From an optimization exercise on the open Yosys and OpenROAD flow, aimed at small area; shortcuts taken in it are not production practice. The RTL was checked by simulation tests, not by an equivalence proof against the original design. No activity file was given, so power comes from the tool's default toggle rates.

## flow/design.v (module list and top-level ports; edited modules follow where they fit)
// module Game_Top: 6005 lines
module Game_Top(clk, rst, pixel_index, game_sw, VOLUME_SW, btnL, btnR, btnC, volume, oled_data);
  // ...
==> flow/flow/run.sh <==
#!/bin/bash
# Own flow: the standard layout (standard.sh), with one change: ABC maps
# the combinational logic with its area-oriented &nf mapper (flow/abc_area.script)
# instead of ORFS's abc_area.script, whose buffer/upsize steps add area.
# Everything else, including the register mapping, is ORFS's synthesis as
# standard.sh runs it.
set -euo pipefail
WORK=$(pwd)
rm -rf "$WORK/scripts_own"
cp -r "$FLOW_HOME/scripts" "$WORK/scripts_own"
cp "$WORK/flow/abc_area.script" "$WORK/scripts_own/abc_area.script"
bash "$WORK/standard.sh" "SCRIPTS_DIR=$WORK/scripts_own" "BUFFER_PORTS_ARGS=-buffer_cell sky130_fd_sc_hd__buf_1" finish > "$WORK/standard_flow.log" 2>&1
==> flow/flow/abc_area.script <==
strash
dch -f
&get -n
&nf -R 1000
&put
topo
==> flow/standard.sh <==
#!/bin/bash
# synth_recipe.tcl (not shown) runs the flow's synth.tcl, then flattens the netlist and writes it again
# the make line also repeats each setting of config.mk as NAME=value (left out here)
make -C /OpenROAD-flow-scripts/flow DESIGN_CONFIG=/design/flow/config.mk WORK_HOME=/design/flow/orfs CLKGATE_MAP_FILE= SYNTH_SCRIPT=/design/flow/synth_recipe.tcl "${@:-finish}"
==> flow/config.mk <==
export PLATFORM = sky130hd
export DESIGN_NAME = Game_Top
export DESIGN_NICKNAME = Game_Top
export VERILOG_FILES = /design/flow/design.v
export SDC_FILE = /design/flow/constraint.sdc
export NUM_CORES = 4
export LEC_CHECK = 0
export ABC_AREA = 1
export CAP_MARGIN = 20
export CELL_PAD_IN_SITES_DETAIL_PLACEMENT = 1
export CORE_MARGIN = 2
export CORE_UTILIZATION = 30
export CTS_BUF_LIST = sky130_fd_sc_hd__clkbuf_8
export GPL_TIMING_DRIVEN = 0
export PLACE_DENSITY = 0.4
export SLEW_MARGIN = 20
==> flow/constraint.sdc <==
create_clock -name core_clock -period 20.0 [get_ports {clk}]
set_input_delay 4.0000 -clock core_clock [delete_from_list [all_inputs] [get_ports {clk}]]
set_output_delay 4.0000 -clock core_clock [all_outputs]
set_load 0.01 [all_outputs]
==> notes.md, run 1 <==
largest net degree at the start of global routing=64; sequential share of power=28.2%; hold path cells=1; final setup vio count=0; Cell Area, Synth=14,200 um2; leading power group=combinational cells; max reg flops=80; Yosys warnings=1; Post-Synthesis Cells=between 2,000 and 2,500; Seq/total area=about a fifth; Reg clk slew, reported paths=around 90 ps; Seq cells post-synth=158; DRT met1 WL=around 39 mm; Worst Setup End Kind=primary output; vias in the first global route=18,372; hold path start=btnR_d1; CP max stage cell=a21oi_4; Top Usage Layer GRT=met2; GRT met2 Usage=between 50% and 60%; most frequent cells after synthesis=nor2_1, nand2_1, a21oi_1; final core utilization=34.9%; Site Rows=around 80; final antenna-violating net count=0; Netlist cell types=64; # Post-CTS Setup Buffers=0; VDD IR max=61.9 uV; met1 Usage GRT=between 40% and 50%; critical path peak fanout=29; maxcap violations=0; die width=about 220 um; pre-CTS setup slack=about 100 ps; share of the synthesized area in the top cell type=between 20 and 25%; Clock Skews=34.2 ps; Fill cells=~5,800; RSZ-0062 raised after global routing=no; clock buffers=17; WP buf/inv=9; Worst-Margin Slew=around 1200 ps; CTS H-tree depth=4; status=timing/DRC/antenna clean; total global-route track usage=between 40% and 50%; critical path's largest stage delay=approximately 570 ps
==> run 2: changes to the inputs <==
--- a/flow/flow/run.sh
+++ b/flow/flow/run.sh
@@ -9,4 +9,4 @@
 rm -rf "$WORK/scripts_own"
 cp -r "$FLOW_HOME/scripts" "$WORK/scripts_own"
 cp "$WORK/flow/abc_area.script" "$WORK/scripts_own/abc_area.script"
-bash "$WORK/standard.sh" "SCRIPTS_DIR=$WORK/scripts_own" "BUFFER_PORTS_ARGS=-buffer_cell sky130_fd_sc_hd__buf_1" finish > "$WORK/standard_flow.log" 2>&1
+bash "$WORK/standard.sh" "SCRIPTS_DIR=$WORK/scripts_own" finish > "$WORK/standard_flow.log" 2>&1
--- a/flow/config.mk
+++ b/flow/config.mk
@@ -10,7 +10,5 @@
 export CELL_PAD_IN_SITES_DETAIL_PLACEMENT = 1
 export CORE_MARGIN = 2
 export CORE_UTILIZATION = 30
-export CTS_BUF_LIST = sky130_fd_sc_hd__clkbuf_8
-export GPL_TIMING_DRIVEN = 0
 export PLACE_DENSITY = 0.4
 export SLEW_MARGIN = 20
==> run 2 against run 1 <==
Net effect:
- routed wire length is 6.8% higher
- clock power is 34% higher
- die area stayed put
- critical path type unchanged
- largest cell class unchanged
==> notes.md, run 2 <==
layout net count=2,312; largest area contributor in the synthesized netlist=dfxtp_1; Netlist cell types=64 (unchanged); sequential element share of the synthesized area=around 22%; CTS Buf Count=17; Mean Syn Cell Area=roughly 7.0 um2; post_cts resized=0; most common cell after layout, fill and taps aside=nor2_1; RSZ-0062 raised after global routing=no; RePlAce Congestion=~1.1; final setup vio count=0 (unchanged); Reg clk slew, reported paths=60 ps (-30 ps); final antenna-violating net count=0 (unchanged); I/O pin count=between 40 and 50; Critical Path Start Type=input port; share of layout cells above drive strength 1=between 6 and 7%; initial antenna violation count=13; Worst Setup End Kind=primary output; initial DRC count=around 2,700; clock insertion delay at the later pin of the skew report=around 460 ps; Max Slew Vio Count=0; CTS root buf=clkbuf_16; HPWL after DPL=between 70 and 80 mm; maxcap violations=0 (unchanged); Top reg by flops=rv; Detailed Routing Iterations Pass 1=6; DRC=0; first-pass GRT wire length=150 mm; PwrDens=74.1 nW/um2; die height=222 um; final WL=108 mm; Core ar.=~47,000 um2; Site Rows=79 (unchanged); most frequent cells in the layout=nor2_1, nand2_1, a21oi_1; vias in the first global route=19,533 (+6.3%); most frequent cells after synthesis=nor2_1, nand2_1, a21oi_1; Final period util=roughly 93%; routed len/inst=slightly below 40 um; die area=between 40,000 and 50,000 um2; DP Area=16,100 um2; Max Fclk=53.5 MHz; share of the synthesized area in the top cell type=22.2% (unchanged); Worst Hold Class=reg -> reg; crit path from=pixel_index[12]; ys async rst share=0%; VDD IR max=73.6 uV (+19%); CP most frequent cell=a21oi_1; Seq cells post-synth=158 (unchanged); largest net degree at the start of global routing=96 (+50%); Worst-Margin Slew=1410 ps (+172 ps); R2R setup slack=16,110 ps; crit path kind=in -> out; GRT Residual Overflow=0; CTS tree=built; Clock Skews=8.39 ps (-25.8 ps); clock tree sinks=between 150 and 200; Initial Util=30.5%; Critical Path Sink=oled_data[9]; Tmin final=approximately 19,000 ps; top-count cell post-synth=nor2_1; r2r endpoint=record_cnt[3]; DR vias/cell=7.08; critical path peak fanout=40 (+38%); die width=222 um (unchanged); CP required=around 16,000 ps; via count of the routed design=between 15,000 and 20,000; post-route setup slack=between 1000 and 1500 ps; max reg flops=80 (unchanged); EDFF count, synth=0; Fin. Hold Viols=0; Post-Syn Nets=approximately 2,200; cell total after placement=~2,800; synthesis-to-layout area growth=17.7%; Yosys warnings=1 (unchanged); crit path DAT=around 15,000 ps; RR Startpoint=state[3]; critical path's largest stage delay=920 ps (+350 ps); Post-Synthesis Cells=2,021 (unchanged); status=timing/DRC/antenna clean; TNS Setup=0 ps; port bufs=47; Total Power=0.00124 W; Finished Cell Area=roughly 17,000 um2; synth top area cells=dfxtp_1, ha_1, nor2_1; total global-route track usage=43.0% (+2.8 points); FF-to-FF path depth=9; CTS H-tree depth=4 (unchanged); hold-fix buffers at CTS=0; pre-CTS setup slack=1910 ps (+1810 ps); CP max stage cell=a311oi_1; hold path cells=1 (unchanged); Finished Layout Cells=between 2,000 and 3,000; Most used DFF post-synth=dfxtp_1; P_leak=~6.0 nW; Cell Area, Synth=14,200 um2 (unchanged); # Post-CTS Setup Buffers=0 (unchanged); relative slew slack=4.71%; clk buf depth=2
[run 2: final cells by class]
class	instances	area (um2)
diodes	7	17.5
clock buffers	20	457
clock inverters	12	123
fillers	5896	30000
inverters	81	304
multi-input cells	1779	10800
flip-flops and latches	158	3160
well taps	607	759
repair buffers	136	1130
[run 2: per-layer routing]
metal	track usage, %	up-vias	share of wire, %
met5	0	-	0.055
met2	62.5	1516	41
met3	17.6	556	13
li1	-	8050	-
met4	32.6	10	9.4
met1	50.3	9695	37
[run 2: how the worst min path moves through the flow]
stage | slack, ps | endpoint | from
final | 380 | btnR_pulse | btnR_d1
after global routing | 400 | btnR_pulse | btnR_d1
after CTS | 390 | btnR_pulse | btnR_d1
after detailed placement | 380 | btnR_pulse | btnR_d1
after global placement | 370 | btnR_pulse | btnR_d1
after floorplan | 370 | btnR_pulse | btnR_d1
[run 2: worst max-delay path: cells and delay by family]
kind / cells / cell delay, ps
compound gates: 17 / 4900
fa+ha+maj: 2 / 550
buf+inv: 6 / 1930
simple gates: 13 / 3310
[run 2: cell families (layout without fill, tap and decap cells)]
kind of cell / Yosys count / count (layout) / synth area share [%]
flops: 158 / 158 / 22.2
mux: 12 / 12 / 0.896
other cells: 0 / 7 / 0
compound gates: 744 / 744 / 34.9
buf+inv: 84 / 249 / 2.29
xor+xnor: 23 / 23 / 1.41
fa+ha+maj: 107 / 107 / 9.72
simple gates: 893 / 893 / 28.6
[run 2: per-stage QoR]
stage,hold WS (ps),utilization (%)
global placement,372,34.5
CTS,387,35.8
global route,401,35.8
finish,383,35.8
floorplan,367,-
detailed placement,379,34.5
[run 2: power by group]
group / switching, W / total [W] / internal [W]
logic: 0.000447 / 0.000595 / 0.000148
registers: 0.00000377 / 0.000322 / 0.000318
clock network: 0.000146 / 0.000326 / 0.000180
total: 0.000597 / 0.00124 / 0.000646
==> run 3: changes to the inputs <==
--- a/flow/flow/run.sh
+++ b/flow/flow/run.sh
@@ -9,4 +9,4 @@
 rm -rf "$WORK/scripts_own"
 cp -r "$FLOW_HOME/scripts" "$WORK/scripts_own"
 cp "$WORK/flow/abc_area.script" "$WORK/scripts_own/abc_area.script"
-bash "$WORK/standard.sh" "SCRIPTS_DIR=$WORK/scripts_own" finish > "$WORK/standard_flow.log" 2>&1
+bash "$WORK/standard.sh" "SCRIPTS_DIR=$WORK/scripts_own" "BUFFER_PORTS_ARGS=-buffer_cell sky130_fd_sc_hd__buf_1" "CTS_ARGS=-sink_clustering_enable -repair_clock_nets -dont_use_dummy_load -sink_clustering_size 30 -sink_clustering_max_diameter 150" finish > "$WORK/standard_flow.log" 2>&1
--- a/flow/config.mk
+++ b/flow/config.mk
@@ -10,5 +10,6 @@
 export CELL_PAD_IN_SITES_DETAIL_PLACEMENT = 1
 export CORE_MARGIN = 2
 export CORE_UTILIZATION = 30
+export GPL_TIMING_DRIVEN = 0
 export PLACE_DENSITY = 0.4
 export SLEW_MARGIN = 20
==> run 3 against run 2 <==
Net effect:
- largest power group unchanged
- core utilization down 0.91 points
- critical path type unchanged
- combinational power down 3.9%
- design area down 2.5%
==> notes.md, run 3 <==
critical path's largest stage delay=620 ps (-300 ps); DP Area=15,800 um2 (-1.8%); EDFF count, synth=0 (unchanged); Top reg by flops=rv; RSZ-0062 raised after global routing=no; FF-to-FF path depth=7 (-2); routed len/inst=37.0 um (-4.1%); Initial Util=30.5% (unchanged); r2r endpoint=sc_h[1]; most common cell after layout, fill and taps aside=nor2_1; Max Slew Vio Count=0 (unchanged); most frequent cells in the layout=nor2_1, nand2_1, a21oi_1; Fill cells=5,823 (-1.2%); die area=49,200 um2 (unchanged); CP max stage cell=nand2_1; final hold slack=382 ps (-0.745 ps); top-count cell post-synth=nor2_1; Finished Cell Area=16,300 um2 (-2.5%); hold path endpoint=btnR_pulse; Site Rows=79 (unchanged); GRT Residual Overflow=0 (unchanged); Crit path depth=43 (+13%); Netlist cell types=64 (unchanged); DRC=0 (unchanged); clock insertion delay at the later pin of the skew report=490 ps (+30 ps); # Post-CTS Setup Buffers=0 (unchanged); die width=222 um (unchanged); synth top area cells=dfxtp_1, ha_1, nor2_1; share of layout cells above drive strength 1=4.26% (-1.8 points); Tmin final=19,650 ps (+948 ps); PwrDens=71.4 nW/um2 (-3.7%); relative slew slack=18.1% (+13 points); initial antenna violation count=6 (-7); Critical Path Start Type=input port; Detailed Routing Iterations Pass 1=8 (+2); Reg clk slew, reported paths=50 ps (about the same); R2R setup slack=15,370 ps (-740 ps); Max Fclk=50.9 MHz (-4.8%); Fin. Hold Viols=0 (unchanged); CTS H-tree depth=4 (unchanged); status=timing/DRC/antenna clean; final setup vio count=0 (unchanged); VDD IR max=60.5 uV (-18%); RePlAce Congestion=1.08 (-1.5%); clock tree sinks=158 (unchanged); sequential element share of the synthesized area=22.2% (unchanged); Worst Setup End Kind=primary output; Yosys warnings=1 (unchanged); crit path kind=in -> out; largest area contributor in the synthesized netlist=dfxtp_1; final antenna-violating net count=0 (unchanged); Worst-Margin Slew=1220 ps (-188 ps); Post-Synthesis Cells=2,021 (unchanged); hold path start=btnR_d1; CTS root buf=clkbuf_16; post-route setup slack=353 ps (-948 ps); share of the synthesized area in the top cell type=22.2% (unchanged); max reg flops=80 (unchanged); Most used DFF post-synth=dfxtp_1; first-pass GRT wire length=141 mm (-6.0%); DR vias/cell=7.05 (-0.43%); Clock Skews=36.9 ps (+28.5 ps); I/O pin count=48 (unchanged); P_leak=5.68 nW (-5.1%); WP buf/inv=9 (+3); layout net count=2,254 (-2.5%); vias in the first global route=18,329 (-6.2%); via count of the routed design=19,198 (-3.2%); total global-route track usage=40.1% (-2.9 points); crit path DAT=15,650 ps (+950 ps); ys async rst share=0% (unchanged); Mean Syn Cell Area=7.05 um2 (unchanged); post_cts resized=0 (unchanged); die height=222 um (unchanged); HPWL after DPL=72.7 mm (-4.8%); port bufs=47 (unchanged); initial DRC count=2,819 (+4.3%); synthesis-to-layout area growth=14.7%; CTS tree=built; Core ar.=46,800 um2 (unchanged); critical path peak fanout=29 (-28%); hold path cells=1 (unchanged); Post-Syn Nets=2,160 (unchanged); clk buf depth=2 (unchanged); largest net degree at the start of global routing=64 (-33%); Final period util=98.2% (+4.7 points); hold-fix buffers at CTS=0 (unchanged); Worst Hold Class=reg -> reg; RR Startpoint=state[3]; most frequent cells after synthesis=nor2_1, nand2_1, a21oi_1; pre-CTS setup slack=105 ps (-1810 ps); Seq cells post-synth=158 (unchanged); CP required=16,000 ps (about the same); Cell Area, Synth=14,200 um2 (unchanged); CTS Buf Count=17 (unchanged); final WL=101 mm (-6.7%); delay-heaviest family, CP=compound AO/OA/AOI/OAI gates; maxcap violations=0 (unchanged)
## run 3: metrics by stage
stage	setup TNS, ps	instances	util, %	power (W)
4_1_cts	0	2719	34.8	0.00113
6_report	0	2723	34.9	0.00117
3_3_place_gp	-81610	2675	32.5	0.000835
2_1_floorplan	0	2021	-	0.000583
3_5_place_dp	0	2702	33.9	0.000855
5_1_grt	0	2720	34.9	0.00119
## run 3: area by class of cell
type | count | area (um2) | share of cell area [%]
plain buffers | 3 | 22.5 | 0.138
diodes | 3 | 7.51 | 0.0460
well taps | 607 | 759 | 4.65
repair buffers | 75 | 736 | 4.50
flip-flops and latches | 158 | 3160 | 19.4
inverters | 81 | 310 | 1.90
multi-input cells | 1779 | 10900 | 66.8
clock buffers | 17 | 425 | 2.60
## run 3: layer usage
layer / wire (um) / part of all wire (%) / track usage (%)
met5: 51 / 0.051 / 0
met4: 8090 / 8.0 / 27.3
met3: 11700 / 12 / 13.3
met2: 41300 / 41 / 57.9
met1: 39600 / 39 / 50.4
## run 3: cells by family (layout without fill, tap and decap cells)
| kind of cell | after synthesis | count (layout) | synth area share [%] |
|---|---|---|---|
| simple gates | 893 | 893 | 28.6 |
| compound gates | 744 | 744 | 34.9 |
| flops | 158 | 158 | 22.2 |
| fa+ha+maj | 107 | 107 | 9.72 |
| buf+inv | 84 | 176 | 2.29 |
| xor+xnor | 23 | 23 | 1.41 |
| mux | 12 | 12 | 0.896 |
| other cells | 0 | 3 | 0 |
## run 3: where the power goes
part	switching, W	internal, W
sequential	0.00000369	0.000318
clock	0.000125	0.000147
combinational	0.000435	0.000138
total	0.000564	0.000603
## run 3: how the worst max path moves through the flow
stage	from	to	slack, ps
floorplan	pixel_index[12]	oled_data[4]	2800
global route	pixel_index[12]	oled_data[9]	30
finish	pixel_index[12]	oled_data[4]	350
CTS	pixel_index[12]	oled_data[4]	20
global placement	pixel_index[12]	oled_data[4]	-5350
detailed placement	pixel_index[12]	oled_data[4]	100
## run 3: worst reg2reg max path, cell delays in order, from the launching register on
cell and delay (ps):
dfxtp_1 540, nor2b_1 710, nand2_1 320, or3_1 510, a21oi_1 640, a21boi_0 970
nand2b_1 390, a221o_1 430
==> run 4: changes to the inputs <==
--- a/flow/flow/run.sh
+++ b/flow/flow/run.sh
@@ -9,4 +9,4 @@
 rm -rf "$WORK/scripts_own"
 cp -r "$FLOW_HOME/scripts" "$WORK/scripts_own"
 cp "$WORK/flow/abc_area.script" "$WORK/scripts_own/abc_area.script"
-bash "$WORK/standard.sh" "SCRIPTS_DIR=$WORK/scripts_own" "BUFFER_PORTS_ARGS=-buffer_cell sky130_fd_sc_hd__buf_1" "CTS_ARGS=-sink_clustering_enable -repair_clock_nets -dont_use_dummy_load -sink_clustering_size 30 -sink_clustering_max_diameter 150" finish > "$WORK/standard_flow.log" 2>&1
+bash "$WORK/standard.sh" "SCRIPTS_DIR=$WORK/scripts_own" "BUFFER_PORTS_ARGS=-buffer_cell sky130_fd_sc_hd__buf_1" "CTS_ARGS=-sink_clustering_enable -repair_clock_nets -dont_use_dummy_load -buf_list sky130_fd_sc_hd__clkbuf_8 -root_buf sky130_fd_sc_hd__clkbuf_16 -sink_clustering_size 12 -sink_clustering_max_diameter 80" finish > "$WORK/standard_flow.log" 2>&1
==> run 4 against run 3 <==
Net effect:
- still clean
- core utilization is 0.39 points lower
- final cell count hardly changed
- routed wire length hardly changed
- clock skew is 22 ps higher
- combinational power hardly changed
- fmax is 0.40% higher
- sequential power hardly changed
- clock power is 28% lower
- power is 6.6% lower
- die area stayed put
- synthesized cell count stayed put
- largest power group unchanged
==> notes.md, run 4 <==
maxcap violations=0 (unchanged); most frequent cells after synthesis=nor2_1, nand2_1, a21oi_1; die width=222 um (unchanged); total global-route track usage=40.1% (about the same); final antenna-violating net count=0 (unchanged); die height=222 um (unchanged); RR Startpoint=state[3]; Reg clk slew, reported paths=60 ps (about the same); ys async rst share=0% (unchanged); status=timing/DRC/antenna clean; clock insertion delay at the later pin of the skew report=450 ps (-40 ps); pre-CTS setup slack=105 ps (unchanged); Most used DFF post-synth=dfxtp_1; share of the synthesized area in the top cell type=22.2% (unchanged); P_leak=5.60 nW (-1.4%); Core ar.=46,800 um2 (unchanged); final setup vio count=0 (unchanged); die area=49,200 um2 (unchanged); Max Slew Vio Count=0 (unchanged); DRC=0 (unchanged); routed len/inst=37.0 um (+0.11%); Worst Hold Class=reg -> reg; HPWL after DPL=72.7 mm (unchanged); initial antenna violation count=6 (unchanged); Initial Util=30.5% (unchanged); GRT Residual Overflow=0 (unchanged); port bufs=47 (unchanged); Max Fclk=51.1 MHz (+0.40%); CP max stage cell=nand2_1; r2r endpoint=sc_h[1]; Post-Syn Nets=2,160 (unchanged); EDFF count, synth=0 (unchanged); CTS root buf=clkbuf_16; relative slew slack=13.2% (-4.9 points); Tmin final=19,570 ps (-78.1 ps); initial DRC count=2,776 (-1.5%); Cell Area, Synth=14,200 um2 (unchanged); Critical Path Sink=oled_data[4]; R2R setup slack=15,340 ps (-30 ps); post-route setup slack=431 ps (+78.1 ps); sequential element share of the synthesized area=22.2% (unchanged); share of layout cells above drive strength 1=4.26% (unchanged); CTS H-tree depth=4 (unchanged); DR vias/cell=7.03 (-0.30%); crit path from=pixel_index[12]; CTS tree=built; Netlist cell types=64 (unchanged); top-count cell post-synth=nor2_1; CTS Buf Count=17 (unchanged); CP required=16,000 ps (about the same); Yosys warnings=1 (unchanged); crit path kind=in -> out; Seq cells post-synth=158 (unchanged); synthesis-to-layout area growth=13.4%; Total Power=0.00109 W (-6.6%); most frequent cells in the layout=nor2_1, nand2_1, a21oi_1; Critical Path Start Type=input port; Mean Syn Cell Area=7.05 um2 (unchanged); Top reg by flops=rv; layout net count=2,254 (unchanged); largest net degree at the start of global routing=64 (unchanged); Detailed Routing Iterations Pass 1=8 (unchanged); RSZ-0062 raised after global routing=no; clk buf depth=2 (unchanged); largest area contributor in the synthesized netlist=dfxtp_1; via count of the routed design=19,134 (-0.33%); clock tree sinks=158 (unchanged); crit path DAT=15,570 ps (-80 ps); vias in the first global route=18,287 (-0.23%); most common cell after layout, fill and taps aside=nor2_1; Site Rows=79 (unchanged); VDD IR max=49.1 uV (-19%); Post-Synthesis Cells=2,021 (unchanged); final WL=101 mm (about the same); Clock Skews=58.8 ps (+21.9 ps); max reg flops=80 (unchanged); Worst Setup End Kind=primary output; Worst-Margin Slew=1280 ps (+57.8 ps); critical path's largest stage delay=650 ps (+30 ps); synth top area cells=dfxtp_1, ha_1, nor2_1; # Post-CTS Setup Buffers=0 (unchanged); I/O pin count=48 (unchanged); FF-to-FF path depth=7 (unchanged); Final period util=97.8% (-0.39 points); PwrDens=67.4 nW/um2 (-5.5%); first-pass GRT wire length=141 mm (about the same); Fin. Hold Viols=0 (unchanged); critical path peak fanout=29 (unchanged); RePlAce Congestion=1.08 (unchanged)
==> run 4: cell counts after synthesis <==
Identical to the previous run, type by type.
==> run 4: final cells by class <==
type | instances | area (um2)
antenna | 2 | 5.00
buffer | 3 | 22.5
clock buffer | 17 | 245
fill | 5857 | 30600
inverter | 81 | 310
multi-input combinational | 1779 | 10900
sequential | 158 | 3160
tap | 607 | 759
timing repair buffer | 75 | 736
==> run 4: kinds of logic after synthesis <==
| family | count (synthesis) | synth area share (%) |
|---|---|---|
| compound gates | 744 | 34.9 |
| simple gates | 893 | 28.6 |
| mux | 12 | 0.896 |
| buf+inv | 84 | 2.29 |
| flops | 158 | 22.2 |
| xor+xnor | 23 | 1.41 |
| fa+ha+maj | 107 | 9.72 |
==> run 4: through the flow <==
step	util (%)	setup TNS, ps	hold WS (ps)	instances	instance area, um2
5_1_grt	34.5	0	405	2720	16100
3_3_place_gp	32.5	-81610	372	2675	15200
4_1_cts	34.4	0	389	2719	16100
2_1_floorplan	-	0	367	2021	14200
6_report	34.5	0	383	2722	16200
3_5_place_dp	33.9	0	380	2702	15800
==> run 4: critical path: cells and delay by family <==
family                   cells  cell delay [ps]
AO/OA/AOI/OAI               18             5230
adder cells (fa/ha/maj)      1              240
buffers and inverters        9             1630
AND/OR/NAND/NOR             15             4340
==> run 4: worst min-delay path by stage <==
stage | slack (ps) | start | to | cells past startpoint
global placement | 370 | btnR_d1 | btnR_pulse | 1
global route | 410 | btnR_d1 | btnR_pulse | 1
finish | 380 | btnR_d1 | btnR_pulse | 1
detailed placement | 380 | btnR_d1 | btnR_pulse | 1
CTS | 390 | btnR_d1 | btnR_pulse | 1
floorplan | 370 | btnR_d1 | btnR_pulse | 1
==> run 4: metal layers <==
layer / wire length (um) / global-route usage (%) / up-vias
met5: 48 / 0 / -
met4: 8230 / 27.5 / 8
met3: 11700 / 13.1 / 431
met2: 41000 / 57.8 / 1327
met1: 39800 / 50.5 / 9453
li1: - / - / 7915
==> run 4: power by group <==
part	total, W	switching (W)	leakage [nW]	internal (W)
registers	0.000322	0.00000368	1.28	0.000318
clock network	0.000195	0.000115	0.127	0.0000799
logic	0.000572	0.000435	4.20	0.000138
total	0.00109	0.000554	5.60	0.000536
==> run 4: timing repair <==
item | CTS | global route
resized for setup | 0 | 10
hold buffers | 0 | 0
endpoints found under the setup margin | 0 | 16
==> run 5: changes to the inputs <==
==> flow/flow/run.sh (replaced) <==
#!/bin/bash
# Own flow: the standard layout (standard.sh) with these changes:
# - ABC maps the combinational logic with its area-oriented &nf mapper
#   (flow/abc_area.script) instead of ORFS's abc_area.script, whose
#   buffer/upsize steps add area. The rest of synthesis, including the
#   register mapping, is ORFS's synthesis as standard.sh runs it.
# - every port still gets a buffer, but a buf_1 (BUFFER_PORTS_ARGS);
# - clock tree synthesis without dummy loads, clkbuf_8 buffers under a
#   clkbuf_16 root, clusters of at most 12 sinks (CTS_ARGS).
# The tools' full output goes to standard_flow.log here and to ORFS's logs.
set -euo pipefail
WORK=$(pwd)
rm -rf "$WORK/scripts_own"
cp -r "$FLOW_HOME/scripts" "$WORK/scripts_own"
cp "$WORK/flow/abc_area.script" "$WORK/scripts_own/abc_area.script"
bash "$WORK/standard.sh" "SCRIPTS_DIR=$WORK/scripts_own" \
  "BUFFER_PORTS_ARGS=-buffer_cell sky130_fd_sc_hd__buf_1" \
  "CTS_ARGS=-sink_clustering_enable -repair_clock_nets -dont_use_dummy_load -buf_list sky130_fd_sc_hd__clkbuf_8 -root_buf sky130_fd_sc_hd__clkbuf_16 -sink_clustering_size 12 -sink_clustering_max_diameter 80" \
  finish > "$WORK/standard_flow.log" 2>&1
==> run 5 against run 4 <==
Net effect:
- still clean on timing, DRC and antenna
- synthesized cell count is the same
- design area is the same
- non-clock buffer count is the same
- fmax is the same
- clock skew is the same
- worst hold slack is the same
- die area is the same
- critical path depth is the same
- core utilization is the same
- register-to-register slack is essentially flat
- sequential power is essentially flat
- sequential share of layout area is the same
- largest cell class unchanged
- largest power group unchanged
==> notes.md, run 5 <==
status=timing/DRC/antenna clean; Seq cells post-synth=158 (unchanged); die height=222 um (unchanged); routed len/inst=37.0 um (unchanged); layout net count=2,254 (unchanged); Critical Path Start Type=input port; sequential element share of the synthesized area=22.2% (unchanged); final WL=101 mm (unchanged); xor/xnor share of the synthesized area=1.41% (unchanged); Finished Cell Area=16,200 um2 (unchanged); Total Power=0.00109 W (unchanged); CP max stage cell=nand2_1; final antenna-violating net count=0 (unchanged); R2R setup slack=15,340 ps (about the same); main combinational cell family by area after synthesis=compound AO/OA/AOI/OAI gates; synth top area cells=dfxtp_1, ha_1, nor2_1; vias in the first global route=18,287 (unchanged); TNS Setup=0 ps (unchanged); via count of the routed design=19,134 (unchanged); hold path start=btnR_d1; Top reg by flops=rv; first-pass GRT wire length=141 mm (unchanged); CTS tree=built; Clock Skews=58.8 ps (unchanged); most common cell after layout, fill and taps aside=nor2_1; Reg clk slew, reported paths=60 ps (about the same); die area=49,200 um2 (unchanged); ys async rst share=0% (unchanged); P_leak=5.60 nW (unchanged); simple-gate share of the synthesized area=28.6% (unchanged); die width=222 um (unchanged); clock insertion delay at the later pin of the skew report=450 ps (about the same); Mean Syn Cell Area=7.05 um2 (unchanged); Post-Synth Adder-Cell Area=9.72% (unchanged); Max Slew Vio Count=0 (unchanged); largest net degree at the start of global routing=64 (unchanged); Finished Layout Cells=2,722 (unchanged); clock tree sinks=158 (unchanged); VDD IR max=49.1 uV (unchanged); GRT Residual Overflow=0 (unchanged); Max Fclk=51.1 MHz (unchanged); Post-Synthesis Cells=2,021 (unchanged); Post-Syn Nets=2,160 (unchanged); largest area contributor in the synthesized netlist=dfxtp_1; initial DRC count=2,776 (unchanged); pre-CTS setup slack=105 ps (unchanged); share of the synthesized area in the top cell type=22.2% (unchanged); critical path peak fanout=29 (unchanged); Yosys warnings=1 (unchanged); cell total after placement=2,702 (unchanged); DR vias/cell=7.03 (unchanged); most frequent cells after synthesis=nor2_1, nand2_1, a21oi_1; Worst Setup End Kind=primary output; Core ar.=46,800 um2 (unchanged); total global-route track usage=40.1% (unchanged); Top Usage Layer GRT=met2; Worst Hold Class=reg -> reg; top-count cell post-synth=nor2_1; Fill cells=5,857 (unchanged); DP Area=15,800 um2 (unchanged); clk buf depth=2 (unchanged); Cell Area, Synth=14,200 um2 (unchanged); RSZ-0062 raised after global routing=no; Netlist cell types=64 (unchanged); Initial Util=30.5% (unchanged); mux contribution to synthesized area=0.896% (unchanged); Site Rows=79 (unchanged); I/O pin count=48 (unchanged); Worst-Margin Slew=1280 ps (unchanged); most frequent cells in the layout=nor2_1, nand2_1, a21oi_1; r2r endpoint=sc_h[1]; met1 Usage GRT=50.5% (unchanged); M3 GR Usage=13.1% (unchanged); crit path kind=in -> out; HPWL after DPL=72.7 mm (unchanged); post-route setup slack=431 ps (unchanged); share of layout cells above drive strength 1=4.26% (unchanged); GRT met2 Usage=57.8% (unchanged); hold path cells=1 (unchanged); Tmin final=19,570 ps (unchanged); port bufs=47 (unchanged); Most used DFF post-synth=dfxtp_1; initial antenna violation count=6 (unchanged); max reg flops=80 (unchanged); RePlAce Congestion=1.08 (unchanged); FF-to-FF path depth=7 (unchanged); CP required=16,000 ps (about the same); hold path endpoint=btnR_pulse; CTS Buf Count=17 (unchanged); CTS root buf=clkbuf_16; final setup vio count=0 (unchanged); complex-gate fraction of the synthesized area=34.9% (unchanged); relative slew slack=13.2% (unchanged); maxcap violations=0 (unchanged); Fin. Hold Viols=0 (unchanged); RR Startpoint=state[3]; Final period util=97.8% (unchanged); crit path DAT=15,570 ps (about the same); PwrDens=67.4 nW/um2 (unchanged); synthesis-to-layout area growth=13.4% (unchanged); EDFF count, synth=0 (unchanged); critical path's largest stage delay=650 ps (about the same); CTS H-tree depth=4 (unchanged); DRC=0 (unchanged); Detailed Routing Iterations Pass 1=8 (unchanged)
==> run 5: timing repair <==
action                     in CTS  in global routing
gates resized for setup         0                 10
hold buffers                    0                  0
setup buffers                   0                  0
setup endpoints to repair       0                 16
==> run 5: metal layers <==
layer  vias to the layer above  share of wire [%]
met3                       431                 12
li1                       7915                  -
met1                      9453                 39
met5                         -              0.048
met2                      1327                 41
met4                         8                8.2
==> run 5: worst max-delay path: cells and delay by family <==
family,cells,cell delay [ps]
buffers and inverters,9,1630
AND/OR/NAND/NOR,15,4340
adder cells (fa/ha/maj),1,240
AO/OA/AOI/OAI,18,5230
==> run 5: cell families after synthesis <==
| family | after synthesis |
|---|---|
| AOI/OAI and AO/OA | 744 |
| xor gates and xnor gates | 23 |
| adders and majority gates | 107 |
| buffers and inverters | 84 |
| DFF | 158 |
| muxes | 12 |
| and+or+nand+nor | 893 |
==> run 5: area by class of cell <==
type	count	area [um2]	area share (%)
flip-flops and latches	158	3160	19.6
repair buffers	75	736	4.56
clock buffers	17	245	1.52
diodes	2	5.00	0.0310
inverters	81	310	1.92
well taps	607	759	4.70
multi-input cells	1779	10900	67.5
plain buffers	3	22.5	0.139
==> run 5: through the flow <==
stage | util [%] | hold WS [ps]
finish | 34.5 | 383
global route | 34.5 | 405
CTS | 34.4 | 389
detailed placement | 33.9 | 380
global placement | 32.5 | 372
floorplan | - | 367
==> run 5: power breakdown <==
part	internal (W)	switching, W
clock network	0.0000799	0.000115
logic	0.000138	0.000435
registers	0.000318	0.00000368
total	0.000536	0.000554
==> run 5: worst max path at each step <==
stage | depth (start not counted) | endpoint | startpoint | slack, ps
2_1_floorplan | 36 | oled_data[4] | pixel_index[12] | 2800
3_3_place_gp | 41 | oled_data[4] | pixel_index[12] | -5350
3_5_place_dp | 44 | oled_data[4] | pixel_index[12] | 100
4_1_cts | 44 | oled_data[4] | pixel_index[12] | 20
5_1_grt | 45 | oled_data[9] | pixel_index[12] | 30
6_report | 43 | oled_data[4] | pixel_index[12] | 430

## what the ideal ports hide
The flow's constraints put no driver on any port. The routed layouts listed below were extracted and timed again, unchanged, in two steps.
Step 1 sets driving cells, clkbuf_16 on the clock port and buf_2 on the other inputs (assumed; they add their load-dependent delay and slew).
Step 2 also shifts input and output timing later by t, the mid clock arrival at the registers, as if the neighbouring blocks saw the same clock.
a / b / c = ideal ports / drivers / drivers and shift; a / b = the first two.
run | t (ns) | setup WS [ns] | worst register clock-pin slew, ns
run 1 | 0.605 | 0.773 / 0.746 / 0.746 | 0.12 / 0.12
run 2 | 0.512 | 1.301 / 1.273 / 1.273 | 0.07 / 0.07
run 3 | 0.530 | 0.353 / 0.326 / 0.326 | 0.08 / 0.08
run 4 | 0.489 | 0.431 / 0.404 / 0.404 | 0.11 / 0.11
run 5 | 0.489 | 0.431 / 0.404 / 0.404 | 0.11 / 0.11
After both steps every run listed still meets setup and hold. For run 2, which loses most, drivers alone change the setup slack by -0.028 ns; drivers and shift together by -0.028 ns.
